Context: an optimization exercise on an open-source flow, tuned for small area. The choices shown serve that exercise and are no tape-out recipe.
Only simulation tests tie the RTL to the original design; equivalence was not proved.
No run shown here takes its clock network from TritonCTS; it comes from the design's own scripts or RTL.
No driver is modelled on the clock port, so clock power and skew are understated where the tree is cut down; a real chip needs a root buffer or a tree.
Power and IR drop assume default switching activity.

**flow/design.v**
```verilog
module display7(seg_number, an_number, seg, an);
    input wire [3:0] seg_number;
    input wire [1:0] an_number;
    output wire [7:0] seg;
    output wire [3:0] an;
    localparam [15:0] S0 = 16'h0012, S1 = 16'h0060, S2 = 16'h0004, S3 = 16'h0092,
                      S4 = 16'h02ba, S5 = 16'h008e, S6 = 16'h0083, S7 = 16'h03ff;
    assign seg[0] = S0[seg_number];
    assign seg[1] = S1[seg_number];
    assign seg[2] = S2[seg_number];
    assign seg[3] = S3[seg_number];
    assign seg[4] = S4[seg_number];
    assign seg[5] = S5[seg_number];
    assign seg[6] = S6[seg_number];
    assign seg[7] = S7[seg_number] & (an_number != 2'b01);
    assign an[3] = an_number != 2'd0;
    assign an[2] = an_number != 2'd1;
    assign an[1] = an_number != 2'd2;
    assign an[0] = an_number != 2'd3;
endmodule
module notes(clk, rst, speaker, signal);
    input clk;
    input rst;
    input [1:0] signal;      
    output reg speaker;
    reg [7:0] counter;
    always @(posedge clk)
    begin
        if (signal == 2'b00)
            counter <= 0;
        else if (!signal[1])
            counter <= (counter == 8'd55) ? 8'd0 : counter + 8'd1;
        else
            counter <= (counter == 8'd221) ? 8'd0 : counter + 8'd1;
        if (rst || signal == 2'b00)
            speaker <= 0;
        else if (!signal[1])
            speaker <= counter[5];
        else
            speaker <= counter[7];
    end
endmodule
module randomNumber(
    input clk,
    input rst,
    output [4:0] data
    );
    reg [4:0] z;
    assign data[0] = z[0] ^ z[1];
    assign data[1] = z[0] ^ z[1] ^ z[4];
    assign data[2] = z[0] ^ z[2];
    assign data[3] = z[1];
    assign data[4] = z[0] ^ z[1] ^ z[2] ^ z[3];
    always @(posedge clk)
        if (rst)
            z <= 5'd14;
        else
            z <= {z[3:0], z[4] ^ z[3] ^ z[1] ^ z[0]};
endmodule
module clock_1hz(clk, rst, clk_500hz, clk_1hz, scan, start);
    input clk;
    input rst;
    input clk_500hz;
    output clk_1hz;
    output reg [1:0] scan;
    output start;
    localparam [6:0] HH_START = 7'b0101010;
    localparam [6:0] HH_LAST = 7'b1101010;
    reg [6:0] hh;
    wire last = (hh == HH_LAST);
    assign start = (hh == HH_START);
    assign clk_1hz = clk_500hz & (scan == 2'd1) & last;
    always @(posedge clk)
        if (rst)
        begin
            scan <= 2'd2;
            hh <= HH_START;
        end
        else
        begin
            if (clk_500hz)
                scan <= scan + 2'd1;
            if (clk_500hz && scan == 2'd3)
                hh <= {hh[5:0], hh[6] ^ hh[0] ^ last};
        end
endmodule
module clock_500hz(clk, rst, clk_500hz);
    input clk;
    input rst;
    output clk_500hz;
    reg [3:0] lo;
    wire fb = lo[3] ? (lo[1] & ~lo[2]) : (lo[1] | lo[2] | ~lo[0]);
    assign clk_500hz = lo[1] & ~lo[2] & ~lo[3];
    always @(posedge clk)
        if (rst)
            lo <= 4'd10;
        else
            lo <= {lo[2:0], fb};
endmodule
module bopit(clk, rst, btnR, btnD, btnL, btnU, btnS, sw, seg, an, led, speaker);
    input clk;
    input rst;
    input btnR, btnS, btnD, btnU, btnL;
    input [7:0] sw;
    output [7:0] led;
    output [7:0] seg;
    output [3:0] an;
    output speaker;
    wire clk_1hz, clk_500hz;
    wire [4:0] randomBop;
    reg [1:0] signal;
    reg [3:0] seg_number;
    reg [3:0] ledCode;       
    reg [3:0] ledReg;
    reg [3:0] bopCode;
    reg [3:0] ones_seconds;
    wire timeout = ones_seconds[3] & ones_seconds[1];
    reg [3:0] ones_score;
    reg [3:0] tens_score;
    reg gameOn;
    reg roundWon;
    reg [1:0] roundDelay;
    reg [8:0] fail_count;
    localparam [8:0] FAIL_END = 9'd67;
    wire fail_done = (fail_count == FAIL_END);
    wire scan_start;
    wire [1:0] scan_c;
    wire [1:0] an_number = scan_start ? 2'd0 : scan_c;
    wire [1:0] an_index = scan_start ? 2'd0 : scan_c + 2'd1;
    notes bop_notes(.clk(clk), .rst(rst), .signal(signal), .speaker(speaker));
    randomNumber randomNum(.clk(clk), .rst(rst), .data(randomBop));
    clock_500hz clock_500(.clk(clk), .rst(rst), .clk_500hz(clk_500hz));
    clock_1hz clock_1(.clk(clk), .rst(rst), .clk_500hz(clk_500hz), .clk_1hz(clk_1hz), .scan(scan_c), .start(scan_start));
    display7 segmentDisplay(.seg_number(seg_number), .an_number(an_number), .seg(seg), .an(an));
    assign led = ledReg[3] ? 8'd0 : (8'd1 << ledReg[2:0]);
    wire [3:0] newCode = randomBop % 12;
    wire anyPress = (|sw) | btnU | btnL | btnD | btnR;
    reg correct;
    always @(*)
        case (bopCode)
            4'd8: correct = btnU;
            4'd9: correct = btnR;
            4'd10: correct = btnD;
            4'd11: correct = btnL;
            default: correct = sw[bopCode[2:0]];
        endcase
    always @(posedge clk)
    if (rst)
    begin
        ones_seconds <= 0;
        ones_score <= 0;
        tens_score <= 0;
        bopCode <= 0;
        ledCode <= 4'b1000;
        gameOn <= 1;
        roundWon <= 0;
        roundDelay <= 0;
        signal <= 0;
        fail_count <= 0;
        seg_number <= 0;
        ledReg <= 4'b1000;
    end
    else
    begin
        if (btnS)
        begin
            roundWon <= 0;
            roundDelay <= 0;
            gameOn <= 1;
            ones_score <= 0;
            tens_score <= 0;
            ones_seconds <= 0;
            bopCode <= newCode;
            fail_count <= 0;
        end
        if (!roundWon)
        begin
            if (correct)
                roundWon <= 1;
            else if (anyPress)
                gameOn <= 0;
        end
        if (clk_1hz && gameOn)
        begin
            if (roundWon)
            begin
                if (roundDelay == 0)
                    signal <= 1;
                if (roundDelay == 1)
                    signal <= 0;
                if (roundDelay == 3)
                begin
                    roundWon <= 0;
                    roundDelay <= 0;
                    bopCode <= newCode;
                    if (ones_score == 4'd9)
                    begin
                        ones_score <= 0;
                        tens_score <= tens_score + 4'd1;
                    end
                    else
                        ones_score <= ones_score + 4'd1;
                end
                else
                    roundDelay <= roundDelay + 2'd1;
                ones_seconds <= 0;
            end
            else
                ones_seconds <= ones_seconds + 4'd1;
        end
        if (timeout)
        begin
            ones_seconds <= 0;
            gameOn <= 0;
        end
        if (clk_500hz)
        begin
            if (gameOn)
            begin
                case (an_index)
                    2'd0:
                    begin
                        seg_number <= bopCode[3] ? 4'd8 : 4'd5;
                        ledCode <= bopCode;
                        ledReg <= ledCode;
                    end
                    2'd1: seg_number <= {1'b0, bopCode[2:0]};
                    2'd2: seg_number <= 4'd0;
                    default: seg_number <= ones_seconds;
                endcase
            end
            else
            begin
                if (!fail_done)
                begin
                    signal <= 2;
                    fail_count <= {fail_count[7:0], ~(fail_count[8] ^ fail_count[4])};
                end
                else
                    signal <= 0;
                case (an_index)
                    2'd2: seg_number <= tens_score;
                    2'd3: seg_number <= ones_score;
                    default: seg_number <= 4'd0;
                endcase
            end
        end
    end
endmodule
```
**flow/flow/run.sh**
```bash
#!/bin/bash
# The standard layout (standard.sh) with these changes:
#  - synthesis is synth_recipe.tcl unchanged except that the abc pass uses
#    flow/abc_deep.script (area-oriented) instead of ORFS's speed script,
#    run with six random seeds keeping the smallest result (abc_hook.tcl), and
#    adders are left to abc instead of being mapped to half/full adder cells
#  - port buffers are buf_1 instead of clkdlybuf4s50_1
#  - clock tree synthesis adds no dummy loads and uses only clkbuf_8; after
#    it, flow/reclk.tcl replaces that tree with 3 clkbuf_16 driven by the
#    clock port, one per third of the registers (see reclk.tcl)
# Every tool's output is in standard.log, reclk.log, standard_finish.log and
# under orfs/logs/.
set -euo pipefail
W=$PWD
export OWN_ABC_SCRIPT=$W/flow/abc_deep.script
export OWN_ABC_SEEDS="1 2 3 4 5 6"
mkdir -p $W/abc
export OWN_ABC_DIR=$W/abc
sed "s|^source \$::env(SCRIPTS_DIR)/synth.tcl|source $W/flow/abc_hook.tcl\nsource \$::env(SCRIPTS_DIR)/synth.tcl|" synth_recipe.tcl > own_synth.tcl
grep -q abc_hook own_synth.tcl
sed "s|/synth_recipe.tcl|/own_synth.tcl|; s|CLKGATE_MAP_FILE= |CLKGATE_MAP_FILE= ADDER_MAP_FILE= |" standard.sh > own_standard.sh
grep -q "ADDER_MAP_FILE= " own_standard.sh
grep -q own_synth.tcl own_standard.sh
export BUFFER_PORTS_ARGS="-buffer_cell sky130_fd_sc_hd__buf_1"
export CTS_ARGS="-sink_clustering_enable -repair_clock_nets -dont_use_dummy_load -root_buf sky130_fd_sc_hd__clkbuf_8 -buf_list sky130_fd_sc_hd__clkbuf_8"
bash own_standard.sh cts > standard.log 2>&1
R=orfs/results/$FLOW_PLATFORM/bopit/base
cat > reclk_run.tcl <<EOT
read_liberty $FLOW_HOME/platforms/$FLOW_PLATFORM/lib/sky130_fd_sc_hd__tt_025C_1v80.lib
read_db $R/4_1_cts.odb
read_sdc $R/4_cts.sdc
source $W/flow/reclk.tcl
write_db $R/4_1_cts.odb
EOT
RECLK_NB=3 RECLK_BUF=sky130_fd_sc_hd__clkbuf_16 RECLK_PORT=clk openroad -no_init -exit reclk_run.tcl > reclk.log 2>&1
grep -q "reclk: " reclk.log
bash own_standard.sh finish > standard_finish.log 2>&1
```
**flow/flow/abc_deep.script**
```
strash
&get -n
&st
&deepsyn -T 30 -S @SEED@
&dch -f
&nf -R 1000
&put
mfs3 -a
topo
```
**flow/flow/abc_hook.tcl**
```tcl
# Run Yosys's abc pass with this flow's area-oriented ABC script
# (flow/abc_deep.script) in place of the one ORFS picks; every other argument
# (liberty, dont_use, constraints) stays as ORFS gives it. Only combinational
# logic goes through abc. The script's &deepsyn is randomised, so abc runs
# once per seed in OWN_ABC_SEEDS and the result with the smallest cell area
# is kept.
proc abc {args} {
  set i [lsearch -exact $args -script]
  set lib [lindex $args [expr { [lsearch -exact $args -liberty] + 1 }]]
  set fh [open $::env(OWN_ABC_SCRIPT) r]
  set template [read $fh]
  close $fh
  yosys design -save own_pre_abc
  set best_area -1
  foreach seed $::env(OWN_ABC_SEEDS) {
    yosys design -load own_pre_abc
    set script $::env(OWN_ABC_DIR)/abc_seed_$seed.script
    set fh [open $script w]
    puts -nonewline $fh [string map [list @SEED@ $seed] $template]
    close $fh
    lset args [expr { $i + 1 }] $script
    yosys abc {*}$args
    set stat $::env(OWN_ABC_DIR)/abc_seed_$seed.stat
    yosys tee -q -o $stat stat -liberty $lib
    set fh [open $stat r]
    set text [read $fh]
    close $fh
    regexp {Chip area for module '[^']*': ([0-9.]+)} $text -> area
    puts "own abc: seed $seed cell area $area"
    if { $best_area < 0 || $area < $best_area } {
      set best_area $area
      yosys design -save own_best_abc
    }
  }
  yosys design -load own_best_abc
  puts "own abc: kept cell area $best_area"
}
```
**flow/flow/reclk.tcl**
```tcl
# Replace the clock tree that CTS built (an H-tree of 9 clkbuf_8) with a
# single level: the clock port drives RECLK_NB clkbuf_16 buffers, each
# driving the registers of one vertical strip of the core. The strips hold
# equal numbers of registers and each buffer sits at its registers' centroid,
# so every register's clock passes through exactly one equal buffer.
source $::env(FLOW_HOME)/platforms/$::env(FLOW_PLATFORM)/setRC.tcl
set nb $::env(RECLK_NB)
set block [ord::get_db_block]
set master [[ord::get_db] findMaster $::env(RECLK_BUF)]
set clk_net [$block findNet $::env(RECLK_PORT)]

set old_nets {}
foreach inst [$block getInsts] {
  if { [string match "sky130_fd_sc_hd__clkbuf_*" [[$inst getMaster] getName]] } {
    set x [[$inst findITerm X] getNet]
    if { $x != "NULL" } { lappend old_nets $x }
    foreach it [$inst getITerms] { $it disconnect }
    odb::dbInst_destroy $inst
  }
}
set sinks {}
foreach inst [$block getInsts] {
  set it [$inst findITerm CLK]
  if { $it != "NULL" } {
    lassign [$inst getLocation] x y
    lappend sinks [list $x $y $it]
  }
}
set sinks [lsort -integer -index 0 $sinks]
set n [llength $sinks]
puts "reclk: $n register clock pins, $nb buffers"
for { set g 0 } { $g < $nb } { incr g } {
  set grp [lrange $sinks [expr { $g * $n / $nb }] [expr { ($g + 1) * $n / $nb - 1 }]]
  set sx 0
  set sy 0
  foreach s $grp {
    incr sx [lindex $s 0]
    incr sy [lindex $s 1]
  }
  set b [odb::dbInst_create $block $master "clkbuf_own_$g"]
  $b setLocation [expr { $sx / [llength $grp] }] [expr { $sy / [llength $grp] }]
  $b setPlacementStatus PLACED
  set net [odb::dbNet_create $block "clknet_own_$g"]
  $net setSigType CLOCK
  [$b findITerm A] connect $clk_net
  [$b findITerm X] connect $net
  foreach s $grp {
    set it [lindex $s 2]
    $it disconnect
    $it connect $net
  }
}
foreach net $old_nets {
  if { [llength [$net getITerms]] == 0 && [llength [$net getBTerms]] == 0 } { odb::dbNet_destroy $net }
}
detailed_placement
check_placement
estimate_parasitics -placement
set_propagated_clock [all_clocks]
report_clock_skew
report_worst_slack -max
report_worst_slack -min
report_check_types -max_slew -max_capacitance -violators
```
**flow/standard.sh**
```bash
#!/bin/bash
# synth_recipe.tcl (not shown) runs the flow's synth.tcl, then flattens the netlist and writes it again
# the make line also repeats each setting of config.mk as NAME=value (left out here)
make -C /OpenROAD-flow-scripts/flow DESIGN_CONFIG=/design/flow/config.mk WORK_HOME=/design/flow/orfs CLKGATE_MAP_FILE= SYNTH_SCRIPT=/design/flow/synth_recipe.tcl "${@:-finish}"
```
**flow/config.mk**
```make
export PLATFORM = sky130hd
export DESIGN_NAME = bopit
export DESIGN_NICKNAME = bopit
export VERILOG_FILES = /design/flow/design.v
export SDC_FILE = /design/flow/constraint.sdc
export NUM_CORES = 4
export LEC_CHECK = 0
export CAP_MARGIN = 20
export CORE_MARGIN = 2
export CORE_UTILIZATION = 40
export SLEW_MARGIN = 20
```
**flow/constraint.sdc**
```tcl
create_clock -name core_clock -period 10.0 [get_ports {clk}]
set_input_delay 2.0000 -clock core_clock [delete_from_list [all_inputs] [get_ports {clk}]]
set_output_delay 2.0000 -clock core_clock [all_outputs]
set_load 0.01 [all_outputs]
```
==> results.txt, run 1 <==
The flow ran to the end and the layout has no timing, DRC or antenna violations. Sequential element share of the synthesized area: 49.65%. In this run the power spent charging and discharging nets is 0.0001326 W. 0 antenna diodes ended up in the layout.

Netlist area before placement: 2823 µm². Using the TritonRoute via totals, the vias-per-cell ratio works out to 5.197. Relative to the synthesized area, the layout overhead comes to 11.84%. After global routing the overflow that remains totals 0. For the worst setup path, the data arrival time is 1610 ps. In this run the worst hold path is classified as flip-flop to flip-flop. The highest ir drop seen on vdd is 0.1251 mV, and the number of design-rule violations left by the first detailed-router iteration is 111. The tools report the initial core utilization as 41.55%. The logs give 0 for the number of hold violations in the final report and 0.7608 for the final RePlAce weighted congestion.

The transition time of the tightest slew-check pin works out to 634.9 ps. STA classifies the critical path startpoint as a flip-flop. After synthesis, the netlist uses 38 different library cells. In this run the worst path has a maximum fanout of 5. The tools report the number of fill cells as 677.

The clock period minus final worst setup slack works out to 3611 ps. Broken down by cell family, the worst path's largest delay share belongs to simple AND/OR/NAND/NOR gates. The buffering stage count on the worst path with inverters included works out to 1.

Post-CTS repair changed the size of 0 cells. For this design the top-level I/O count stands at 36. In the routed design, unresolved DRC markers number 0. The wire length of the first global-routing pass is 10,010 µm, and the quantity of hold-fixing buffers added after cts is 0. The die is 88.01 µm wide. After the flow finishes, the layout carries non-filler instances totaling 447. Between clock sinks in the finished design, the worst skew comes to 10.47 ps.

Routed length per instance: 13.21 µm. The number of buffers inserted by post-CTS setup repair was 0. Entering global routing, the biggest net connects 28 pins.

The logs give 160 ps for the clock network latency to the later pin of the worst-skew pair and 6794 µm² for the placeable core region. Dividing the final minimum period by the clock period gives 36.11%. CTS saw 70 sinks. The total routing resource utilization after global routing was 16.05%. Across the run, the number of max-cap violations was 0.

Combinational logic burns 14.7% of the power. Clock-pin slew was measured on the worst setup and hold paths at 80 ps. The number of placed instances, taps included was 444. Leaving out fill and tap cells, the most frequent cells in the layout are 70 x dfxtp_1, 41 x nor2_1, 38 x nand2_1.

The areal power density over the cells is 165.1 nW/µm². The final layout contains 368 nets. The HPWL after detailed placement is 4428 µm. The die height was 88.01 µm; the total area of sequential cells was 1401 µm². The final layout contains routed wiring with a total length of 5906 µm. The die area was 7745 µm². The tools report the residual antenna-violating net count after detailed routing as 0.

Buffers placed on the I/O ports in this run total 35. Each instance of the synthesized netlist takes up on average 9.047 µm². In the final layout, the multi-input gates occupy 1388 µm². The kind of end point of the critical path was an output pin.

Internal power comes to 0.0003886 W. Detailed-route via count: 2,323. The critical path is of the flip-flop to output pin type. The layout cell share with drive strength beyond 1 came out at 1.994%. Number of instances in the synthesized netlist: 312.

The count of endpoints failing setup in the final report was 0; the leakage dissipation was 1.088 nW. Setup repair after global routing left no endpoint under its margin. During synthesis, Yosys emitted a total of 5 warnings.

The first-pass iteration count of the detailed router came out at 5. The tools report the via count of the first global-routing pass as 2,138. Slowest cell on the critical path: dfxtp_1.

Counting flops and latches in the post-synthesis netlist gives 70. The library cell used most frequently in the layout, excluding fill and tap cells, is dfxtp_1. The cell repeated most along the worst path was a21oi_1. On the worst path, the slowest cell contributes a delay of 340 ps.

Of the total power, the clock network draws 23.9%. For the row count, the log shows 30. The number of max-slew violations in the final report is 0, and the setup TNS is 0 ps.

Of the total power, the share spent switching nets is 25.44%. The logs give 0 for the number of antenna violations at the first check in global routing and 8000 ps for the data required time of the worst path. For the normalized max-slew margin, the log shows 57.35%. In this run, flip-flops and latches consume 61.4% of the power.

Static timing analysis puts the maximum clock frequency at 277.0 MHz. Walking the worst path, the cells encountered are nor3_1, nand4_1, nor2_1, a21oi_1, a21oi_1, buf_1. The number of nets in the synthesized netlist is 327.
stage by stage:
stage	util, %	setup slack, ps	hold WS (ps)	total power [W]	cell area, µm²
finish	46.46	6389	451.5	0.0005212	3157
global route	46.46	6190	473.4	0.0005486	3157
CTS	47.18	6174	452.1	0.0005712	3206
detailed placement	45.36	6217	437.6	0.0004041	3082
global placement	45.36	6271	436.2	0.0004032	3082
floorplan	-	6689	415.7	0.0003787	2823
layer usage:
layer  track usage [%]  vias up  share of wire [%]
met5                 0        -                  0
met4             3.077        0               0.75
met3             2.639        5                2.7
met2             25.96       25                 46
met1             22.81     1068                 51
li1                  -     1225                  -
Yosys cell counts (all sizes together):
library cell	instances	share of area, %
o21a	5	1.3
a31oi	1	0.22
xnor2	5	1.6
nand4	2	0.44
a21oi	16	2.8
dfxtp	70	50
nand2	38	5.1
o21bai	3	0.80
a41oi	2	0.62
nand2b	3	0.66
o32ai	1	0.31
nor2	41	5.5
o21ai	15	2.7
nor4	7	1.6
a22oi	5	1.3
nor2b	3	0.66
and2	2	0.44
and3	6	1.3
a32o	1	0.35
nor3b	2	0.53
a222oi	1	0.35
a21o	2	0.53
clkinv	9	1.2
a41o	1	0.35
nand3	8	1.4
o22a	4	1.2
a31o	1	0.31
a22o	20	6.2
mux2i	1	0.35
nor3	17	3.0
o211ai	1	0.27
a21boi	1	0.27
or2	5	1.1
mux2	1	0.40
a221oi	2	0.62
mux4	3	2.4
xor2	6	1.9
nor4b	1	0.31
cells by family after synthesis:
group / Yosys count / share of synthesized area (%)
AO/OA/AOI/OAI: 82 / 20.61
multiplexers: 5 / 3.147
flip-flops: 70 / 49.65
AND/OR/NAND/NOR: 135 / 21.99
buffers and inverters: 9 / 1.197
XOR/XNOR: 11 / 3.413
power by group through the flow:
| stage | clock network (W) | logic (W) | registers [W] |
|---|---|---|---|
| after floorplan | 0 | 0.0000591 | 0.000320 |
| after global placement | 0 | 0.0000768 | 0.000326 |
| after detailed placement | 0 | 0.0000773 | 0.000327 |
| after CTS | 0.000173 | 0.0000776 | 0.000321 |
| after global routing | 0.000137 | 0.0000872 | 0.000324 |
| final | 0.000125 | 0.0000768 | 0.000320 |
sequential cells by signal, summed over array words and instances (netlist names):
| name | flops |
|---|---|
| bopCode | 4 |
| bop_notes.counter | 8 |
| bop_notes.speaker | 1 |
| clock_1.hh | 7 |
| clock_1.scan | 2 |
| clock_500.lo | 4 |
| fail_count | 9 |
| gameOn | 1 |
| ledCode | 4 |
| ledReg | 4 |
| ones_score | 4 |
| ones_seconds | 4 |
| randomNum.z | 5 |
| roundDelay | 2 |
| roundWon | 1 |
| seg_number | 4 |
| signal | 2 |
| tens_score | 4 |
tightest hold or removal path: cells and delay by family, from the launching register on:
kind / cells / cell delay, ps
buffers and inverters: 1 / 60
and+or+nand+nor: 1 / 40
DFF: 1 / 310
area by class of cell:
| cell class | instances | share of cell area, % |
|---|---|---|
| Tap cell | 96 | 3.805 |
| Buffer | 3 | 2.378 |
| Timing Repair Buffer | 36 | 4.400 |
| Multi-Input combinational cell | 233 | 43.96 |
| Sequential cell | 70 | 44.39 |
| Inverter | 9 | 1.070 |
path summary, 6_finish.rpt:
check                           depth (start not counted)              end  slack (ps)             from
worst max-delay path                                    6           seg[7]        6390    clock_1.hh[2]
worst max register to register                         14    tens_score[3]        6690    clock_1.hh[0]
worst min-delay path                                    2  clock_500.lo[3]         450  clock_500.lo[2]
worst min register to register                          2  clock_500.lo[3]         450  clock_500.lo[2]
==> inputs of run 2 (changes only) <==
--- a/flow/flow/run.sh
+++ b/flow/flow/run.sh
@@ -2,18 +2,18 @@
 # The standard layout (standard.sh) with these changes:
 #  - synthesis is synth_recipe.tcl unchanged except that the abc pass uses
 #    flow/abc_deep.script (area-oriented) instead of ORFS's speed script,
-#    run with six random seeds keeping the smallest result (abc_hook.tcl), and
+#    run with twelve random seeds keeping the smallest result (abc_hook.tcl), and
 #    adders are left to abc instead of being mapped to half/full adder cells
 #  - port buffers are buf_1 instead of clkdlybuf4s50_1
 #  - clock tree synthesis adds no dummy loads and uses only clkbuf_8; after
-#    it, flow/reclk.tcl replaces that tree with 3 clkbuf_16 driven by the
-#    clock port, one per third of the registers (see reclk.tcl)
+#    it, flow/reclk.tcl replaces that tree with 4 clkbuf_8 driven by the
+#    clock port, one per quarter of the registers (see reclk.tcl)
 # Every tool's output is in standard.log, reclk.log, standard_finish.log and
 # under orfs/logs/.
 set -euo pipefail
 W=$PWD
 export OWN_ABC_SCRIPT=$W/flow/abc_deep.script
-export OWN_ABC_SEEDS="1 2 3 4 5 6"
+export OWN_ABC_SEEDS="1 2 3 4 5 6 7 8 9 10 11 12"
 mkdir -p $W/abc
 export OWN_ABC_DIR=$W/abc
 sed "s|^source \$::env(SCRIPTS_DIR)/synth.tcl|source $W/flow/abc_hook.tcl\nsource \$::env(SCRIPTS_DIR)/synth.tcl|" synth_recipe.tcl > own_synth.tcl
@@ -32,6 +32,6 @@
 source $W/flow/reclk.tcl
 write_db $R/4_1_cts.odb
 EOT
-RECLK_NB=3 RECLK_BUF=sky130_fd_sc_hd__clkbuf_16 RECLK_PORT=clk openroad -no_init -exit reclk_run.tcl > reclk.log 2>&1
+RECLK_NB=4 RECLK_BUF=sky130_fd_sc_hd__clkbuf_8 RECLK_PORT=clk openroad -no_init -exit reclk_run.tcl > reclk.log 2>&1
 grep -q "reclk: " reclk.log
 bash own_standard.sh finish > standard_finish.log 2>&1
--- a/flow/flow/reclk.tcl
+++ b/flow/flow/reclk.tcl
@@ -1,5 +1,5 @@
 # Replace the clock tree that CTS built (an H-tree of 9 clkbuf_8) with a
-# single level: the clock port drives RECLK_NB clkbuf_16 buffers, each
+# single level: the clock port drives RECLK_NB buffers (RECLK_BUF), each
 # driving the registers of one vertical strip of the core. The strips hold
 # equal numbers of registers and each buffer sits at its registers' centroid,
 # so every register's clock passes through exactly one equal buffer.
==> run 2 against run 1 <==
  * Still clean on timing, DRC and antenna
  * Core utilization is 0.29 points lower
  * First-iteration DRC count is 8.1% higher
  * Critical path depth stayed put
  * Critical endpoint unchanged
  * Largest cell class unchanged
  * Highest routed layer unchanged
==> results.txt, run 2 <==
The flow ran to the end and the layout has no timing, DRC or antenna violations. The run gives 0 (unchanged) as the residual antenna-violating net count after detailed routing. The fraction of synthesized cell area taken by the top area cell type is 49.65% (unchanged), and the sequential element share of the synthesized area is 49.65% (unchanged). The transition time of the tightest slew-check pin was 631.6 ps (-3.289 ps). Maximum achievable frequency: 275.7 MHz (-0.45%). The arrival time at the worst endpoint came out at 1630 ps (+20 ps).

STA classifies the critical path startpoint as a flip-flop. The run gives 6794 µm² (unchanged) as the placeable core region. The top cell types in the final layout, fill and taps aside, are 70 x dfxtp_1, 41 x nor2_1, 38 x nand2_1. The run gives 0 (unchanged) as the count of endpoints failing setup in the final report. The startpoint identified for the worst hold timing path is clock_500.lo[2].

The clock period minus final worst setup slack is 3627 ps (+16.51 ps), and the die area is 7745 µm² (unchanged). The largest registers in the layout are fail_count x9, bop_notes.counter x8, clock_1.hh x7. In this run the worst hold path is classified as flip-flop to flip-flop. The initial core utilization is 41.55% (unchanged), and the number of enable-type register cells in the synthesized netlist is 0 (unchanged). The quantity of hold-fixing buffers added after cts is 0 (unchanged), and the vias per cell is 5.261 (+1.2%). Prevailing post-synth register cell: dfxtp_1. Count of buffers from port buffering: 35 (unchanged). The delay of the slowest cell on the worst path came out at 340 ps (about the same).

The total nets after synthesis was 327 (unchanged). The die outline width is 88.01 µm (unchanged). By area the synthesized netlist is led by dfxtp_1 50%, a22o_1 6.2%, nor2_1 5.5%. The layout cell share with drive strength beyond 1 came out at 2.273% (+0.28 points).

The register with the most flip-flops is fail_count. The via count of the first global-routing pass is 2,163 (+1.2%). For the number of design rule violations left after detail routing, the log shows 0 (unchanged). The register bit count reported by yosys was 70 (unchanged); the number of buffers inserted by post-CTS setup repair was 0 (unchanged). The number of flip-flops in the largest register is 9 (unchanged). The most common cell in the netlist was dfxtp_1. The first-pass iteration count of the detailed router is 4 (-1). The number of hold violations in the final report is 0 (unchanged), and the number of instances in the synthesized netlist is 312 (unchanged).

The buffering stage count on the worst path with inverters included is 1 (unchanged), and the proportion of synthesized flip-flops having asynchronous set or reset is 0% (unchanged). The total routed wirelength was 5932 µm (+0.44%); the final period utilization was 36.27% (+0.17 points). The post-synthesis average cell area works out to 9.047 µm² (unchanged).

The commonest cells after synthesis are 70 x dfxtp_1, 41 x nor2_1, 38 x nand2_1. For the setup TNS, the log shows 0 ps (unchanged). The commonest non-fill, non-tap cell in the layout is dfxtp_1. Setup repair after global routing left no endpoint under its margin. The clock transition time at the flip-flop clock pins of the worst setup and hold paths works out to 110 ps (+30 ps). In this run the worst setup path begins at clock_1.hh[2]. Traced cell by cell, the critical path runs through nor3_1, nand4_1, nor2_1, a21oi_1, a21oi_1, buf_1. The total number of clock tree sinks was 70 (unchanged); the leakage dissipation was 1.080 nW (-0.75%). Grouping stages by cell kind, the critical path spends the most delay in simple AND/OR/NAND/NOR gates. The net total in the final layout is 369 (+0.27%), and the number of instances resized during post-cts repair is 0 (unchanged). The number of design-rule violations left by the first detailed-router iteration is 120 (+8.1%), and the synthesis warning total is 5 (unchanged).

The highest ir drop seen on vdd is 0.1268 mV (+1.4%). The areal power density over the cells works out to 160.4 nW/µm² (-2.8%). The setup skew after layout was 10.70 ps (+0.2271 ps); the count of maximum capacitance violations was 0 (unchanged).

The clock network latency to the later pin of the worst-skew pair is 160 ps (about the same). The tools report the half-perimeter wire length after placement as 4428 µm (unchanged). Row count: 30 (unchanged). For the slack of the critical path, the log shows 6373 ps (-16.51 ps). The area added between synthesis and finish was 11.13%. The number of fill cells came out at 682 (+0.74%). The netlist area before placement was 2823 µm² (unchanged). Largest net degree at the start of global routing: 28 (unchanged). The maximum fanout encountered on the critical timing path was 5 (unchanged).

Data required time of the worst path: 8000 ps (about the same). In this run the critical register-to-register path is launched from clock_1.hh[0]. The remaining global-route overflow is 0 (unchanged). Among all stages on the critical path, the largest delay is contributed by dfxtp_1. The cell repeated most along the worst path is a21oi_1.

The number of ports placed on the die boundary is 36 (unchanged). The worst setup path is captured at an output pin. The number of distinct library cell variants in the gate-level netlist after synthesis is 38 (unchanged), and the routed length per instance is 13.24 µm (+0.22%).

For the detailed-route via count, the log shows 2,357 (+1.5%). The worst setup path is of the flip-flop to output pin kind. dfxtp_1 takes more of the synthesized area than any other cell.

The worst setup slack before clock tree synthesis is 6217 ps (unchanged), and the die height is 88.01 µm (unchanged). The logs give 0 (unchanged) for the antenna cell count and 0.7608 (unchanged) for the final RePlAce weighted congestion. The logs give 0 (unchanged) for the number of max-slew violations in the final report and 10,160 µm (+1.4%) for the wire length of the first global-routing pass. The total routing resource utilization after global routing was 16.35% (+0.29 points); the normalized max-slew margin was 57.57% (+0.22 points). For the number of antenna violations at the first check in global routing, the log shows 0 (unchanged).
==> run 2: layout make-up <==
type	instances	area, µm²	share of cell area (%)
Buffer	4	55.05	1.755
Sequential cell	70	1401	44.67
Timing Repair Buffer	36	138.9	4.428
Multi-Input combinational cell	233	1388	44.24
Inverter	9	33.78	1.077
Tap cell	96	120.1	3.829
==> run 2: path summary, 6_finish.rpt <==
check | cells past startpoint | slack [ps] | end
worst min register to register | 2 | 450 | clock_500.lo[3]
worst max register to register | 14 | 6710 | tens_score[3]
worst max-delay path | 6 | 6370 | seg[7]
worst min-delay path | 2 | 450 | clock_500.lo[3]
==> run 2: cell families after synthesis <==
family | share of synthesized area (%)
AO/OA/AOI/OAI | 20.61
XOR/XNOR | 3.413
AND/OR/NAND/NOR | 21.99
multiplexers | 3.147
flip-flops | 49.65
buffers and inverters | 1.197
==> run 2: metrics by stage <==
stage               total power [W]  util [%]  hold slack, ps  instances  instance area (µm²)
global route              0.0005320     46.17           476.6        448                 3137
detailed placement        0.0004041     45.36           437.6        444                 3082
floorplan                 0.0003787         -           415.7        312                 2823
global placement          0.0004032     45.36           436.2        444                 3082
finish                    0.0005032     46.17           446.9        448                 3137
CTS                       0.0005712     47.18           452.1        453                 3206
==> run 2: power by group <==
part	switching [W]	total (W)	internal, W
clock	0.0000691	0.000106	0.0000373
sequential	0.0000224	0.000320	0.000298
combinational	0.0000407	0.0000767	0.0000360
total	0.000132	0.000503	0.000371
==> run 2: per-layer routing <==
metal | wire length, µm | track usage [%] | up-vias
met2 | 2701 | 26.45 | 29
met5 | 0 | 0 | -
met1 | 3005 | 23.10 | 1096
met3 | 182 | 3.016 | 3
li1 | - | - | 1229
met4 | 43 | 2.937 | 0
==> run 2: worst reg2reg max path, stage by stage (launching register included) <==
cell	delay, ps
dfxtp_1	400
nor3_1	60
nand4_1	150
nor2_1	100
a21oi_1	320
nand2_1	170
nor3_1	420
nand2_1	210
nor2_1	150
and3_1	230
and2_0	300
and3_1	260
and3_1	200
a21oi_1	60
o22a_1	170
==> inputs of run 3 (changes only) <==
--- a/flow/design.v
+++ b/flow/design.v
@@ -23,21 +23,30 @@
     input rst;
     input [1:0] signal;      
     output reg speaker;
-    reg [7:0] counter;
+    reg [2:0] cnt_hi;
+    reg [4:0] cnt_lo;
+    wire lo_last = (cnt_lo == 5'd16);
+    wire wrap = signal[1] ? (cnt_hi == 3'd6 && cnt_lo == 5'd20)
+                          : (cnt_hi == 3'd1 && cnt_lo == 5'd23);
     always @(posedge clk)
     begin
-        if (signal == 2'b00)
-            counter <= 0;
-        else if (!signal[1])
-            counter <= (counter == 8'd55) ? 8'd0 : counter + 8'd1;
-        else
-            counter <= (counter == 8'd221) ? 8'd0 : counter + 8'd1;
+        if (signal == 2'b00 || wrap)
+        begin
+            cnt_hi <= 0;
+            cnt_lo <= 0;
+        end
+        else
+        begin
+            cnt_lo <= {cnt_lo[3:0], cnt_lo[4] ^ cnt_lo[2] ^ (cnt_lo[3:0] == 4'd0)};
+            if (lo_last)
+                cnt_hi <= cnt_hi + 3'd1;
+        end
         if (rst || signal == 2'b00)
             speaker <= 0;
         else if (!signal[1])
-            speaker <= counter[5];
-        else
-            speaker <= counter[7];
+            speaker <= cnt_hi[0];
+        else
+            speaker <= cnt_hi[2];
     end
 endmodule
 module randomNumber(
==> run 3 against run 2 <==
  * Design area up 0.12%
  * Critical endpoint unchanged
  * Still clean on timing, DRC and antenna
  * Largest power group unchanged
  * Flip-flop and latch count unchanged
  * Global-route usage shrank 0.41 points
  * Die area up 0.12%
  * Final cell count is 1.6% lower
  * Sequential power about the same
  * Maximum frequency decreased by 5.5%
  * Sequential share of layout area fell by 0.053 points
==> results.txt, run 3 <==
The tools report the number of buffers inserted by post-CTS setup repair as 0 (unchanged). The logs give 260.5 MHz (-5.5%) for the maximum achievable frequency and 0 (unchanged) for the number of antenna violations at the first check in global routing. The run gives 6161 ps (-212.1 ps) as the slack of the critical path. By startpoint and endpoint, the worst setup path is classified as flip-flop to output pin. The transition time of the tightest slew-check pin is 712.5 ps (+80.95 ps), and the footprint of the multi-input gates is 1399 µm² (+0.81%).

In this run the worst setup path terminates at seg[7]. The setup skew after layout is 8.029 ps (-2.668 ps). The launch instance of the worst register-to-register path was clock_1.hh[2]. Layout cell share with drive strength beyond 1: 2.319% (+0.046 points). Share of total power in sequential cells: 62.7% (-0.9 points). The number of instances in the synthesized netlist is 305 (-2.2%), and the detailed-route via count is 2,361 (+0.17%). After synthesis, the cell types taking the most area are dfxtp_1 50%, a22o_1 6.8%, nor2_1 5.8%. The total number of clock tree sinks is 70 (unchanged).

The share of total power in combinational logic is 16.4% (+1.2 points), and the leakage dissipation is 1.071 nW (-0.78%). In this design, the largest share of critical-path delay is due to simple AND/OR/NAND/NOR gates. For the row count, the log shows 30 (unchanged). The count of maximum capacitance violations was 0 (unchanged). Buffering stage count on the worst path with inverters included: 1 (unchanged). Half-perimeter wire length after placement: 4439 µm (+0.25%). The logs give 0 (unchanged) for the residual antenna-violating net count after detailed routing and 2826 µm² (+0.13%) for the netlist area before placement. Internal power summed over all cells: 0.0003724 W (+0.40%).

Walking the worst path, the cells encountered are nor3_1, nand4_1, nor2_1, a21oi_1, nand2_1, and2_0, buf_1. The clock period minus final worst setup slack works out to 3839 ps (+212.1 ps). The final RePlAce weighted congestion is 0.8969 (+18%).

The tools report the arrival time at the worst endpoint as 1840 ps (+210 ps). The slowest stage of the critical path is the a21oi_1 cell. The routed length per instance was 13.51 µm (+2.0%); the first-pass iteration count of the detailed router was 4 (unchanged). In this run the worst hold path is classified as flip-flop to flip-flop. The number of hold violations in the final report is 0 (unchanged). The delay of the slowest cell on the worst path works out to 420 ps (+80 ps).

Setup repair after global routing left no endpoint under its margin. The count of buffers from port buffering is 35 (unchanged), and the net total in the final layout is 362 (-1.9%). The worst setup slack before clock tree synthesis came out at 6356 ps (+139.4 ps). The run gives 20.9% (-0.2 points) as the relative contribution of the clock network to total power. The final period utilization was 38.39% (+2.1 points); the synthesis warning total was 5 (unchanged).

The run gives 0 (unchanged) as the number of design rule violations left after detail routing. The count of endpoints failing setup in the final report is 0 (unchanged). The largest net degree at the start of global routing came out at 29 (+3.6%). Total nets after synthesis: 320 (-2.1%). The worst setup path is captured at an output pin. Most common cell in the netlist: dfxtp_1. The run gives 6832 µm² (+0.55%) as the placeable core region. Number of flip-flops in the largest register: 9 (unchanged). The post-synthesis average cell area is 9.267 µm² (+2.4%), and the register bit count reported by yosys is 70 (unchanged). For the wire length of the first global-routing pass, the log shows 9811 µm (-3.4%).

The launching element type of the critical path is a flip-flop. The area added between synthesis and finish is 11.11% (about the same). Die height: 88.06 µm (about the same). The number of enable-type register cells in the synthesized netlist was 0 (unchanged); the via count of the first global-routing pass was 2,094 (-3.2%). The number of instances resized during post-cts repair is 0 (unchanged). The run gives 170 ps (about the same) as the clock network latency to the later pin of the worst-skew pair. The number of design-rule violations left by the first detailed-router iteration is 92 (-23%). The run finished with no timing, DRC or antenna violations. The areal power density over the cells came out at 162.1 nW/µm² (+1.0%). The die outline width was 88.06 µm (about the same); the slack of the worst reg-to-reg path was 6380 ps (-330 ps).

Leaving out fill and tap cells, the most frequent cell in the layout is dfxtp_1. The data required time of the worst path is 8000 ps (about the same). The proportion of synthesized flip-flops having asynchronous set or reset was 0% (unchanged). The cell count along the critical path came out at 7 (+1). The antenna cell count was 0 (unchanged). By count the netlist is led by 70 x dfxtp_1, 44 x nor2_1, 23 x nand2_1. The run gives 37 (-2.6%) as the number of distinct library cell variants in the gate-level netlist after synthesis. The worst register-to-register path ends at tens_score[3].

In this run the worst setup path begins at clock_1.hh[2]. The sequential element share of the synthesized area was 49.58% (-0.066 points); the worst reg-to-reg path cell count was 13 (-1). The highest ir drop seen on vdd came out at 0.1111 mV (-12%). The number of ports placed on the die boundary is 36 (unchanged), and the switching power as a share of total power is 26.83% (+0.55 points). The total area of sequential cells was 1401 µm² (unchanged); the die area was 7755 µm² (+0.12%).

The maximum fanout encountered on the critical timing path was 7 (+2); the fraction of synthesized cell area taken by the top area cell type was 49.58% (-0.066 points). The run gives 0.0001366 W (+3.3%) as the switching power of the nets. The largest registers in the layout are fail_count x9, clock_1.hh x7. The vias per cell came out at 5.354 (+1.8%).

The clock transition time at the flip-flop clock pins of the worst setup and hold paths works out to 110 ps (about the same). The initial core utilization was 41.37% (-0.17 points); the quantity of hold-fixing buffers added after cts was 0 (unchanged). Among all flip-flop cells after synthesis, the most frequent one is dfxtp_1. The total routed wirelength is 5958 µm (+0.44%).

Total routing resource utilization after global routing: 15.93% (-0.41 points). Number of max-slew violations in the final report: 0 (unchanged). The top cell types in the final layout, fill and taps aside, are 70 x dfxtp_1, 44 x nor2_1, 35 x buf_1. The synthesized design spends more area on one cell type than any other, namely dfxtp_1. The register with the most flip-flops was fail_count.

The logs give 0 (unchanged) for the remaining global-route overflow and 684 (+0.29%) for the number of fill cells. The normalized max-slew margin was 52.13% (-5.4 points). The setup TNS was 0 ps (unchanged).
==> run 3: cell types whose count changed after synthesis, sizes merged, moves of 4 or more <==
cell / before / now
nand2: 38 / 23
nor2b: 3 / 7
o21ai: 15 / 8
a22oi: 5 / 0
a221oi: 2 / 8
==> run 3: cells by family after synthesis <==
group                  after synthesis  share of synthesized area (%)
XOR/XNOR                            12                          3.718
buffers and inverters                7                         0.9298
AO/OA/AOI/OAI                       78                          20.27
multiplexers                         4                          2.744
flip-flops                          70                          49.58
AND/OR/NAND/NOR                    134                          22.75
==> run 3: metrics by stage <==
| step | util, % | area [µm²] | cells | hold slack, ps | power (W) |
|---|---|---|---|---|---|
| 6_report | 45.97 | 3141 | 441 | 449.2 | 0.0005090 |
| 5_1_grt | 45.97 | 3141 | 441 | 472.7 | 0.0005378 |
| 4_1_cts | 46.98 | 3209 | 446 | 449.2 | 0.0005765 |
| 3_5_place_dp | 45.16 | 3085 | 437 | 442.1 | 0.0004097 |
| 3_3_place_gp | 45.16 | 3085 | 437 | 430.7 | 0.0004083 |
| 2_1_floorplan | - | 2826 | 305 | 415.7 | 0.0003820 |
==> run 3: power groups by stage <==
stage                     sequential (W)  combinational (W)  clock, W
after floorplan                 0.000318          0.0000643         0
after global placement          0.000325          0.0000833         0
after detailed placement        0.000326          0.0000838         0
after CTS                       0.000320          0.0000842  0.000172
after global routing            0.000322          0.0000949  0.000121
final                           0.000319          0.0000835  0.000107
==> run 3: worst reg2reg max path, cell delays in order, from the launching register on <==
cell and delay (ps):
dfxtp_1 370, nor3_1 70, nand4_1 170, nor2_1 100, a21oi_1 420, nand2_1 230, nor3_1 580, and2_0 310
and3_1 380, and3_1 250, and2_0 240, and3_1 220, xnor2_1 120, nor2_1 50
==> run 3: worst min path at each step <==
stage,start,end,slack [ps],cells after the start
3_3_place_gp,clock_500.lo[2],clock_500.lo[3],430,2
2_1_floorplan,clock_500.lo[0],clock_500.lo[1],420,1
5_1_grt,clock_500.lo[2],clock_500.lo[3],470,2
6_report,clock_500.lo[2],clock_500.lo[3],450,2
4_1_cts,clock_500.lo[2],clock_500.lo[3],450,2
3_5_place_dp,clock_500.lo[2],clock_500.lo[3],440,2
==> run 3: cell type report <==
cell class	count	share of cell area (%)
inverter	7	0.8367
buffer	4	1.753
multi-input combinational	228	44.54
timing repair buffer	36	4.422
tap	96	3.825
sequential	70	44.62
==> run 3: routing by layer <==
layer,up-vias,routed length (µm),track usage [%]
met5,-,0,0
met4,0,63,3.030
met3,6,318,3.770
met2,61,2748,25.83
met1,1084,2827,21.97
li1,1210,-,-
==> inputs of run 4 (changes only) <==
--- a/flow/design.v
+++ b/flow/design.v
@@ -23,30 +23,21 @@
     input rst;
     input [1:0] signal;      
     output reg speaker;
-    reg [2:0] cnt_hi;
-    reg [4:0] cnt_lo;
-    wire lo_last = (cnt_lo == 5'd16);
-    wire wrap = signal[1] ? (cnt_hi == 3'd6 && cnt_lo == 5'd20)
-                          : (cnt_hi == 3'd1 && cnt_lo == 5'd23);
+    reg [7:0] counter;
     always @(posedge clk)
     begin
-        if (signal == 2'b00 || wrap)
-        begin
-            cnt_hi <= 0;
-            cnt_lo <= 0;
-        end
-        else
-        begin
-            cnt_lo <= {cnt_lo[3:0], cnt_lo[4] ^ cnt_lo[2] ^ (cnt_lo[3:0] == 4'd0)};
-            if (lo_last)
-                cnt_hi <= cnt_hi + 3'd1;
-        end
+        if (signal == 2'b00)
+            counter <= 0;
+        else if (!signal[1])
+            counter <= (counter == 8'd55) ? 8'd0 : counter + 8'd1;
+        else
+            counter <= (counter == 8'd221) ? 8'd0 : counter + 8'd1;
         if (rst || signal == 2'b00)
             speaker <= 0;
         else if (!signal[1])
-            speaker <= cnt_hi[0];
-        else
-            speaker <= cnt_hi[2];
+            speaker <= counter[5];
+        else
+            speaker <= counter[7];
     end
 endmodule
 module randomNumber(
@@ -153,106 +144,102 @@
             4'd11: correct = btnL;
             default: correct = sw[bopCode[2:0]];
         endcase
-    always @(posedge clk)
-    if (rst)
-    begin
-        ones_seconds <= 0;
-        ones_score <= 0;
-        tens_score <= 0;
-        bopCode <= 0;
-        ledCode <= 4'b1000;
-        gameOn <= 1;
-        roundWon <= 0;
-        roundDelay <= 0;
-        signal <= 0;
-        fail_count <= 0;
-        seg_number <= 0;
-        ledReg <= 4'b1000;
-    end
-    else
-    begin
-        if (btnS)
-        begin
+    wire tick1 = clk_1hz & gameOn;               
+    wire winTick = tick1 & roundWon;
+    wire endRound = winTick & (roundDelay == 2'd3);
+    wire wrongPress = ~roundWon & ~correct & anyPress;
+    wire ledLoad = clk_500hz & gameOn & (an_index == 2'd0);
+    always @(posedge clk)
+        if (rst)
             roundWon <= 0;
+        else if (roundWon)
+            roundWon <= ~(btnS | (tick1 & (roundDelay == 2'd3)));
+        else
+            roundWon <= correct;
+    always @(posedge clk)
+        if (rst)
+            gameOn <= 1;
+        else if (timeout | wrongPress)
+            gameOn <= 0;
+        else if (btnS)
+            gameOn <= 1;
+    always @(posedge clk)
+        if (rst)
             roundDelay <= 0;
-            gameOn <= 1;
+        else if (winTick)
+            roundDelay <= roundDelay + 2'd1;
+        else if (btnS)
+            roundDelay <= 0;
+    always @(posedge clk)
+        if (rst | timeout)
+            ones_seconds <= 0;
+        else if (tick1)
+            ones_seconds <= roundWon ? 4'd0 : ones_seconds + 4'd1;
+        else if (btnS)
+            ones_seconds <= 0;
+    always @(posedge clk)
+        if (rst)
+            signal <= 0;
+        else if (winTick & (roundDelay == 2'd0))
+            signal <= 1;
+        else if (winTick & (roundDelay == 2'd1))
+            signal <= 0;
+        else if (clk_500hz & ~gameOn)
+            signal <= fail_done ? 2'd0 : 2'd2;
+    always @(posedge clk)
+        if (rst)
+            fail_count <= 0;
+        else if (clk_500hz & ~gameOn & ~fail_done)
+            fail_count <= {fail_count[7:0], ~(fail_count[8] ^ fail_count[4])};
+        else if (btnS)
+            fail_count <= 0;
+    always @(posedge clk)
+        if (rst)
+            bopCode <= 0;
+        else if (btnS | endRound)
+            bopCode <= newCode;
+    always @(posedge clk)
+        if (rst)
             ones_score <= 0;
+        else if (endRound)
+            ones_score <= (ones_score == 4'd9) ? 4'd0 : ones_score + 4'd1;
+        else if (btnS)
+            ones_score <= 0;
+    always @(posedge clk)
+        if (rst)
             tens_score <= 0;
-            ones_seconds <= 0;
-            bopCode <= newCode;
-            fail_count <= 0;
-        end
-        if (!roundWon)
-        begin
-            if (correct)
-                roundWon <= 1;
-            else if (anyPress)
-                gameOn <= 0;
-        end
-        if (clk_1hz && gameOn)
-        begin
-            if (roundWon)
-            begin
-                if (roundDelay == 0)
-                    signal <= 1;
-                if (roundDelay == 1)
-                    signal <= 0;
-                if (roundDelay == 3)
-                begin
-                    roundWon <= 0;
-                    roundDelay <= 0;
-                    bopCode <= newCode;
-                    if (ones_score == 4'd9)
-                    begin
-                        ones_score <= 0;
-                        tens_score <= tens_score + 4'd1;
-                    end
-                    else
-                        ones_score <= ones_score + 4'd1;
-                end
-                else
-                    roundDelay <= roundDelay + 2'd1;
-                ones_seconds <= 0;
-            end
-            else
-                ones_seconds <= ones_seconds + 4'd1;
-        end
-        if (timeout)
-        begin
-            ones_seconds <= 0;
-            gameOn <= 0;
-        end
-        if (clk_500hz)
+        else if (endRound & (ones_score == 4'd9))
+            tens_score <= tens_score + 4'd1;
+        else if (btnS)
+            tens_score <= 0;
+    always @(posedge clk)
+        if (rst)
+            seg_number <= 0;
+        else if (clk_500hz)
         begin
             if (gameOn)
-            begin
                 case (an_index)
-                    2'd0:
-                    begin
-                        seg_number <= bopCode[3] ? 4'd8 : 4'd5;
-                        ledCode <= bopCode;
-                        ledReg <= ledCode;
-                    end
+                    2'd0: seg_number <= bopCode[3] ? 4'd8 : 4'd5;
                     2'd1: seg_number <= {1'b0, bopCode[2:0]};
                     2'd2: seg_number <= 4'd0;
                     default: seg_number <= ones_seconds;
                 endcase
-            end
             else
-            begin
-                if (!fail_done)
-                begin
-                    signal <= 2;
-                    fail_count <= {fail_count[7:0], ~(fail_count[8] ^ fail_count[4])};
-                end
-                else
-                    signal <= 0;
                 case (an_index)
                     2'd2: seg_number <= tens_score;
                     2'd3: seg_number <= ones_score;
                     default: seg_number <= 4'd0;
                 endcase
-            end
-        end
-    end
-endmodule
+        end
+    always @(posedge clk)
+        if (rst)
+        begin
+            ledCode <= 4'b1000;
+            ledReg <= 4'b1000;
+        end
+        else if (ledLoad)
+        begin
+            ledCode <= bopCode;
+            ledReg <= ledCode;
+        end
+endmodule
==> run 4 against run 3 <==
  * Critical path type is now input port to flip-flop
  * First-iteration DRC count shrank 3.3%
  * Global-route usage shrank 0.64 points
  * Sequential power grew 1%
  * Synthesized cell count grew 2.0%
  * Power shrank 0.89%
  * Die area shrank 0.47%
  * Wire length shrank 4.1%
  * Largest cell class unchanged
  * Design area shrank 0.44%
==> results.txt, run 4 <==
The flow ran to the end and the layout has no timing, DRC or antenna violations. The die outline width was 87.86 µm (-0.23%). The run gives 41.40% (about the same) as the initial core utilization.

The delay of the slowest cell on the worst path came out at 310 ps (-110 ps). For the quantity of hold-fixing buffers added after cts, the log shows 0 (unchanged). STA classifies the critical path endpoint as a flip-flop. Maximum fanout encountered on the critical timing path: 21 (+14).

The total routing resource utilization after global routing came out at 15.30% (-0.64 points). The largest total area in the synthesized netlist belongs to dfxtp_1. The die height is 87.86 µm (-0.23%), and the normalized max-slew margin is 55.12% (+3.0 points). The length of routed wiring on met1 is 2762 µm (-2.3%). Area added between synthesis and finish: 11.17% (about the same). The run gives 0 (unchanged) as the residual antenna-violating net count after detailed routing. Antenna cell count: 0 (unchanged).

For the sum of met3 wire segment lengths after detailed routing, the log shows 196 µm (-38%). The tools report the number of buffers inserted by post-CTS setup repair as 0 (unchanged). The post-route non-filler standard cell count was 447 (+1.4%). The number of flip-flops in the largest register is 9 (unchanged), and the register bit count reported by yosys is 70 (unchanged). The vias per cell works out to 5.201 (-2.8%).

The half-perimeter wire length after placement is 4285 µm (-3.5%). The transition time of the tightest slew-check pin works out to 670.8 ps (-41.78 ps). The run gives 0.0005045 W (-0.89%) as the final total power. The via count of the first global-routing pass is 2,104 (+0.48%), and the clock transition time at the flip-flop clock pins of the worst setup and hold paths is 110 ps (about the same). The routed length per instance works out to 12.78 µm (-5.4%). Traced cell by cell, the critical path runs through buf_1, buf_4, nor3b_1, and2_0, nand2_1, nor3_1, nand3_1, o21ai_0, clkinv_1, o21ai_0, o21ai_0. For the leakage dissipation, the log shows 1.082 nW (+0.98%). After synthesis, the most frequently instantiated cells are 70 x dfxtp_1, 37 x nand2_1, 35 x nor2_1. In the final layout, the registers with the most flip-flops are fail_count x9, bop_notes.counter x8, clock_1.hh x7. The startpoint identified for the worst register-to-register timing path is clock_1.hh[2]. For the largest net degree at the start of global routing, the log shows 22 (-24%). Kind of critical path: input port to flip-flop. For the internal power summed over all cells, the log shows 0.0003719 W (-0.15%). The final period utilization works out to 38.59% (+0.20 points).

The number of enable-type register cells in the synthesized netlist came out at 0 (unchanged). Leaving out fill and tap cells, the most frequent cells in the layout are 70 x dfxtp_1, 37 x nand2_1, 35 x nor2_1, 35 x buf_1, 22 x o21ai_0. In the post-synthesis netlist, the biggest area contributors are dfxtp_1 50%, a22o_1 6.2%, nand2_1 4.9%. The met2 wirelength from detailed routing was 2707 µm (-1.5%).

The total routed wirelength was 5714 µm (-4.1%); the proportion of synthesized flip-flops having asynchronous set or reset was 0% (unchanged). The count of buffers from port buffering was 35 (unchanged); the layout cell share with drive strength beyond 1 was 2.279% (-0.040 points). Switching power of the nets: 0.0001326 W (-2.9%). The slowest stage of the critical path belongs to the cell and2_0. For the number of distinct library cell variants in the gate-level netlist after synthesis, the log shows 35 (-5.4%).

Areal power density over the cells: 161.4 nW/µm² (-0.45%). Routed signal wires occupy layers up through met4. The tools report the setup TNS as 0 ps (unchanged). The run gives 672 (-1.8%) as the number of fill cells. For the count of maximum capacitance violations, the log shows 0 (unchanged). The placeable core region was 6794 µm² (-0.55%).

For the share of total power in combinational logic, the log shows 15.1% (-1.3 points). The most common cell in the synthesized netlist is dfxtp_1. The endpoint identified for the worst register-to-register timing path is tens_score[3]. The number of design rule violations left after detail routing was 0 (unchanged); the arrival time at the worst endpoint was 3910 ps (+2070 ps). The tools report the hold path startpoint as ledCode[3].

The launching element type of the critical path is an input port. The count of endpoints failing setup in the final report is 0 (unchanged). The tools report the final RePlAce weighted congestion as 0.7527 (-16%).

Number of antenna violations at the first check in global routing: 0 (unchanged). The total nets after synthesis came out at 326 (+1.9%). The netlist area before placement came out at 2813 µm² (-0.49%). The wire length of the first global-routing pass was 9487 µm (-3.3%); the worst hold margin was 452.8 ps (+3.601 ps). For the detailed-route via count, the log shows 2,325 (-1.5%). The prevailing post-synth register cell was dfxtp_1. The synthesis warning total is 5 (unchanged), and the setup skew after layout is 10.71 ps (+2.676 ps). For the net total in the final layout, the log shows 368 (+1.7%). The cell repeated most along the worst path was o21ai_0. The number of hold violations in the final report was 0 (unchanged); the clock network latency to the later pin of the worst-skew pair was 160 ps (about the same). The tools report the sequential element share of the synthesized area as 49.82% (+0.24 points). Worst reg-to-reg path cell count: 16 (+3). For the number of placed instances, taps included, the log shows 443 (+1.4%). Total number of clock tree sinks: 70 (unchanged). The relative contribution of the clock network to total power was 20.9% (about the same); the number of max-slew violations in the final report was 0 (unchanged). The worst min-delay path class is flip-flop to flip-flop. The worst hold path stage count is 2 (unchanged), and the first-pass iteration count of the detailed router is 4 (unchanged). Clock period minus final worst setup slack: 3859 ps (+19.70 ps).

Setup repair after global routing left no endpoint under its margin. Counting flops per register, the top entry is fail_count. The logs give 89 (-3.3%) for the number of design-rule violations left by the first detailed-router iteration and 0 (unchanged) for the number of instances resized during post-cts repair.

Maximum achievable frequency: 259.1 MHz (-0.51%). Endpoint of the worst hold path: ledCode[3]. For the number of ports placed on the die boundary, the log shows 36 (unchanged).

The tools report the remaining global-route overflow as 0 (unchanged). The highest ir drop seen on vdd is 0.1238 mV (+11%), and the data required time of the worst path is 10,060 ps (+2060 ps). The tools report the slack of the worst reg-to-reg path as 6480 ps (+100 ps). The library cell used most frequently in the layout, excluding fill and tap cells, is dfxtp_1. The share of total power in sequential cells is 64.0% (+1.3 points), and the switching power as a share of total power is 26.29% (-0.54 points).

The post-synthesis average cell area is 9.044 µm² (-2.4%). The number of instances in the synthesized netlist came out at 311 (+2.0%). The die area was 7719 µm² (-0.47%); the fraction of synthesized cell area taken by the top area cell type was 49.82% (+0.24 points). For the row count, the log shows 30 (unchanged).
==> run 4: worst max-delay path, delay by kind of cell <==
| family | cells | cell delay [ps] |
|---|---|---|
| compound gates | 3 | 370 |
| buf+inv | 3 | 390 |
| simple gates | 5 | 1140 |
==> run 4: worst max-delay path by stage <==
stage,startpoint,to,slack (ps)
2_1_floorplan,rst,tens_score[3],6490
3_3_place_gp,rst,fail_count[0],6030
3_5_place_dp,rst,tens_score[3],5960
4_1_cts,clock_1.hh[2],seg[7],6090
5_1_grt,rst,tens_score[3],5760
6_report,rst,tens_score[3],6140
==> run 4: cell families (layout without fill, tap and decap cells) <==
family | Yosys count | in the layout | share of synthesized area [%]
AND/OR/NAND/NOR | 132 | 132 | 21.93
multiplexers | 6 | 6 | 3.514
flip-flops | 70 | 70 | 49.82
XOR/XNOR | 11 | 11 | 3.425
AO/OA/AOI/OAI | 82 | 82 | 19.97
buffers and inverters | 10 | 50 | 1.335
==> run 4: through the flow <==
step / setup WS [ps] / cell area, µm² / utilization, %
finish: 6141 / 3127 / 46.02
global route: 5756 / 3127 / 46.02
CTS: 6088 / 3196 / 47.04
detailed placement: 5959 / 3072 / 45.21
global placement: 6029 / 3072 / 45.21
floorplan: 6489 / 2813 / -
==> run 4: power groups by stage <==
stage          Clock (W)  Combinational (W)  Sequential (W)
6_report        0.000105          0.0000762        0.000323
5_1_grt         0.000118          0.0000852        0.000325
4_1_cts         0.000173          0.0000772        0.000323
3_5_place_dp           0          0.0000766        0.000330
3_3_place_gp           0          0.0000761        0.000329
2_1_floorplan          0          0.0000590        0.000319
==> run 4: per-layer routing <==
layer,vias to the layer above,track usage [%]
met5,-,0
met1,1074,18.64
met2,36,28.17
li1,1211,-
met4,0,2.937
met3,4,2.828
==> run 4: final cells by class <==
class,instances,area (µm²),area share [%]
plain buffers,4,55.05,1.761
well taps,96,120.1,3.842
repair buffers,36,138.9,4.442
flip-flops and latches,70,1401,44.82
inverters,10,37.54,1.200
multi-input cells,231,1374,43.94
==> inputs of run 5 (changes only) <==
--- a/flow/flow/run.sh
+++ b/flow/flow/run.sh
@@ -2,7 +2,7 @@
 # The standard layout (standard.sh) with these changes:
 #  - synthesis is synth_recipe.tcl unchanged except that the abc pass uses
 #    flow/abc_deep.script (area-oriented) instead of ORFS's speed script,
-#    run with twelve random seeds keeping the smallest result (abc_hook.tcl), and
+#    run with sixteen random seeds keeping the smallest result (abc_hook.tcl), and
 #    adders are left to abc instead of being mapped to half/full adder cells
 #  - port buffers are buf_1 instead of clkdlybuf4s50_1
 #  - clock tree synthesis adds no dummy loads and uses only clkbuf_8; after
@@ -13,7 +13,7 @@
 set -euo pipefail
 W=$PWD
 export OWN_ABC_SCRIPT=$W/flow/abc_deep.script
-export OWN_ABC_SEEDS="1 2 3 4 5 6 7 8 9 10 11 12"
+export OWN_ABC_SEEDS="1 2 3 4 5 6 7 8 9 10 11 12 13 14 15 16"
 mkdir -p $W/abc
 export OWN_ABC_DIR=$W/abc
 sed "s|^source \$::env(SCRIPTS_DIR)/synth.tcl|source $W/flow/abc_hook.tcl\nsource \$::env(SCRIPTS_DIR)/synth.tcl|" synth_recipe.tcl > own_synth.tcl
--- a/flow/config.mk
+++ b/flow/config.mk
@@ -5,7 +5,7 @@
 export SDC_FILE = /design/flow/constraint.sdc
 export NUM_CORES = 4
 export LEC_CHECK = 0
-export CAP_MARGIN = 20
+export CAP_MARGIN = 0
 export CORE_MARGIN = 2
 export CORE_UTILIZATION = 40
-export SLEW_MARGIN = 20
+export SLEW_MARGIN = 0
==> run 5 against run 4 <==
  * Sequential share of layout area stayed put
  * Wire length stayed put
  * First-iteration DRC count stayed put
  * Highest routed layer unchanged
  * Critical endpoint unchanged
==> results.txt, run 5 <==
The tools report the number of max-slew violations in the final report as 0 (unchanged). The slowest cell on the critical path is and2_0. The tools report the maximum achievable frequency as 259.1 MHz (unchanged). The run gives 35 (unchanged) as the number of distinct library cell variants in the gate-level netlist after synthesis. The number of instances in the synthesized netlist is 311 (unchanged), and the clock period minus final worst setup slack is 3859 ps (unchanged). The total nets after synthesis was 326 (unchanged). The endpoint of the lowest-slack register-to-register path is tens_score[3]. Layout cell share with drive strength beyond 1: 2.279% (unchanged). The die area is 7719 µm² (unchanged), and the net total in the final layout is 368 (unchanged). The proportion of synthesized flip-flops having asynchronous set or reset came out at 0% (unchanged). The tools report the post-layout instance area as 3127 µm² (unchanged).

The transition time of the tightest slew-check pin was 670.8 ps (unchanged). The tools report the synthesis warning total as 5 (unchanged). Leaving out fill and tap cells, the most frequent cell in the layout is dfxtp_1. The clock network latency to the later pin of the worst-skew pair came out at 160 ps (about the same). The count of buffers from port buffering works out to 35 (unchanged).

The register bit count reported by yosys was 70 (unchanged); the slack of the critical path was 6141 ps (unchanged). The run gives 3910 ps (about the same) as the arrival time at the worst endpoint. The worst hold path terminates at ledCode[3]. Ranked by flip-flop count, first place goes to fail_count. Wire length of the first global-routing pass: 9487 µm (unchanged). The number of design-rule violations left by the first detailed-router iteration is 89 (unchanged). In this run the worst hold path is classified as flip-flop to flip-flop. The half-perimeter wire length after placement was 4285 µm (unchanged). Setup repair after global routing left no endpoint under its margin. Vias per cell: 5.201 (unchanged). In this run the most critical hold path is launched from ledCode[3].

The residual antenna-violating net count after detailed routing came out at 0 (unchanged). The total number of clock tree sinks is 70 (unchanged), and the setup skew after layout is 10.71 ps (unchanged). STA classifies the critical path startpoint as an input port. The data required time of the worst path was 10,060 ps (about the same). The run gives 41.40% (unchanged) as the initial core utilization. The kind of critical path was input port to flip-flop. The count of maximum capacitance violations was 0 (unchanged).

Die outline width: 87.86 µm (unchanged). Delay of the slowest cell on the worst path: 310 ps (about the same). The worst setup slack before clock tree synthesis is 5959 ps (unchanged), and the maximum fanout encountered on the critical timing path is 21 (unchanged). Die height: 87.86 µm (unchanged).

The areal power density over the cells is 161.4 nW/µm² (unchanged), and the highest ir drop seen on vdd is 0.1238 mV (unchanged). The tools report the footprint of the multi-input gates as 1374 µm² (unchanged). Among the stages of the critical path, the cell type that occurs most often is o21ai_0. The first-pass iteration count of the detailed router was 4 (unchanged).

For the final RePlAce weighted congestion, the log shows 0.7527 (unchanged). The tools report the number of ports placed on the die boundary as 36 (unchanged). In this run the critical register-to-register path is launched from clock_1.hh[2].

Largest net degree at the start of global routing: 22 (unchanged). The library cells used most frequently in the layout, excluding fill and tap cells, are 70 x dfxtp_1, 37 x nand2_1, 35 x nor2_1, 35 x buf_1, 22 x o21ai_0. The worst setup path is captured at a flip-flop. For the number of antenna violations at the first check in global routing, the log shows 0 (unchanged). The number of buffers inserted by post-CTS setup repair was 0 (unchanged); the fraction of synthesized cell area taken by the top area cell type was 49.82% (unchanged). The antenna cell count is 0 (unchanged). The critical path goes through buf_1, buf_4, nor3b_1, and2_0, nand2_1, nor3_1, nand3_1, o21ai_0, clkinv_1, o21ai_0, o21ai_0. The number of fill cells came out at 672 (unchanged). Slack of the worst reg-to-reg path: 6480 ps (about the same). The run finished with no timing, DRC or antenna violations. The most common cell in the netlist was dfxtp_1. The clock transition time at the flip-flop clock pins of the worst setup and hold paths was 110 ps (about the same). Sequential element share of the synthesized area: 49.82% (unchanged). The largest registers in the layout are fail_count x9, bop_notes.counter x8, clock_1.hh x7. The routed length per instance is 12.78 µm (unchanged).

Sorting the synthesized cells by area gives the leading types as dfxtp_1 50%, a22o_1 6.2%, nand2_1 4.9%. The count of endpoints failing setup in the final report was 0 (unchanged). The number of enable-type register cells in the synthesized netlist works out to 0 (unchanged). The remaining global-route overflow was 0 (unchanged).

The via count of the first global-routing pass is 2,104 (unchanged), and the worst reg-to-reg path cell count is 16 (unchanged). In the synthesized netlist the dominant register cell turns out to be dfxtp_1. The post-synthesis cell type with the largest combined area is dfxtp_1. For the setup TNS, the log shows 0 ps (unchanged).

The detailed-route via count is 2,325 (unchanged), and the row count is 30 (unchanged). The normalized max-slew margin was 55.12% (unchanged); the total routed wirelength was 5714 µm (unchanged). The logs give 2813 µm² (unchanged) for the netlist area before placement and 3072 µm² (unchanged) for the instance area at placement.

The leakage dissipation was 1.082 nW (unchanged); the number of instances resized during post-cts repair was 0 (unchanged). The run gives 15.30% (unchanged) as the total routing resource utilization after global routing. The number of hold violations in the final report is 0 (unchanged), and the post-synthesis average cell area is 9.044 µm² (unchanged).

The total area of sequential cells came out at 1401 µm² (unchanged). The worst hold path stage count was 2 (unchanged); the placeable core region was 6794 µm² (unchanged). The area added between synthesis and finish works out to 11.17% (unchanged). The commonest cells after synthesis are 70 x dfxtp_1, 37 x nand2_1, 35 x nor2_1. The final period utilization is 38.59% (unchanged), and the quantity of hold-fixing buffers added after cts is 0 (unchanged).

The number of design rule violations left after detail routing was 0 (unchanged). The number of flip-flops in the largest register is 9 (unchanged).
-- run 5: how the worst max path moves through the flow --
stage             startpoint            end  slack [ps]  depth (start not counted)
6_report                 rst  tens_score[3]        6140                         11
4_1_cts        clock_1.hh[2]         seg[7]        6090                          7
2_1_floorplan            rst  tens_score[3]        6490                          9
3_5_place_dp             rst  tens_score[3]        5960                         11
5_1_grt                  rst  tens_score[3]        5760                         11
3_3_place_gp             rst  fail_count[0]        6030                          9
-- run 5: cell families (layout without fill, tap and decap cells) --
group	after synthesis	after routing	synth area share [%]
compound gates	82	82	19.97
mux	6	6	3.514
xor+xnor	11	11	3.425
simple gates	132	132	21.93
buf+inv	10	50	1.335
flops	70	70	49.82
-- run 5: per-layer routing --
metal | share of wire, % | GRT usage [%] | vias up
li1 | - | - | 1211
met1 | 48 | 18.64 | 1074
met2 | 47 | 28.17 | 36
met3 | 3.4 | 2.828 | 4
met4 | 0.82 | 2.937 | 0
met5 | 0 | 0 | -
-- run 5: metrics by stage --
step                cells  hold WS [ps]  util, %  power (W)
floorplan             311         415.7        -  0.0003785
global placement      443         433.3    45.21  0.0004056
detailed placement    443         436.9    45.21  0.0004063
CTS                   452         447.7    47.04  0.0005735
global route          447         468.9    46.02  0.0005290
finish                447         452.8    46.02  0.0005045
-- run 5: power breakdown --
group / total (W) / internal (W) / switching, W
sequential: 0.000323 / 0.000297 / 0.0000255
clock: 0.000105 / 0.0000372 / 0.0000681
combinational: 0.0000762 / 0.0000372 / 0.0000390
-- run 5: critical path: cells and delay by family --
family	cells	cell delay, ps
simple gates	5	1140
compound gates	3	370
buf+inv	3	390
-- run 5: final cells by class --
| cell class | count | share of cell area (%) |
|---|---|---|
| timing repair buffer | 36 | 4.442 |
| buffer | 4 | 1.761 |
| multi-input combinational | 231 | 43.94 |
| tap | 96 | 3.842 |
| sequential | 70 | 44.82 |
| inverter | 10 | 1.200 |

## static timing again, ports no longer ideal
Ports are ideal in the flow. The routed layouts listed here were re-timed in OpenROAD.
Step 1 assumes that a clkbuf_16 drives the clock port and a buf_2 every other input.
Step 2 adds t to the input delays and takes it off the output delays; t is the mean of the earliest and latest rising clock arrival at the registers after step 1. Input paths then give back, and output paths get back, about the clock's delay inside the block.
Three values: no drivers, after step 1, after step 2; two values: the first two.
run	t, ns	setup WS [ns]	hold WS [ns]	pins driven straight from the clock port
run 1	0.209	6.389 / 6.331 / 6.219	0.452 / 0.452 / 0.452	3
run 2	0.212	6.373 / 6.319 / 6.221	0.447 / 0.447 / 0.447	4
run 3	0.215	6.161 / 6.107 / 6.322	0.449 / 0.449 / 0.449	4
run 4	0.211	6.141 / 6.175 / 5.963	0.453 / 0.453 / 0.453	4
run 5	0.211	6.141 / 6.175 / 5.963	0.453 / 0.453 / 0.453	4
After both steps every run listed still meets setup and hold.
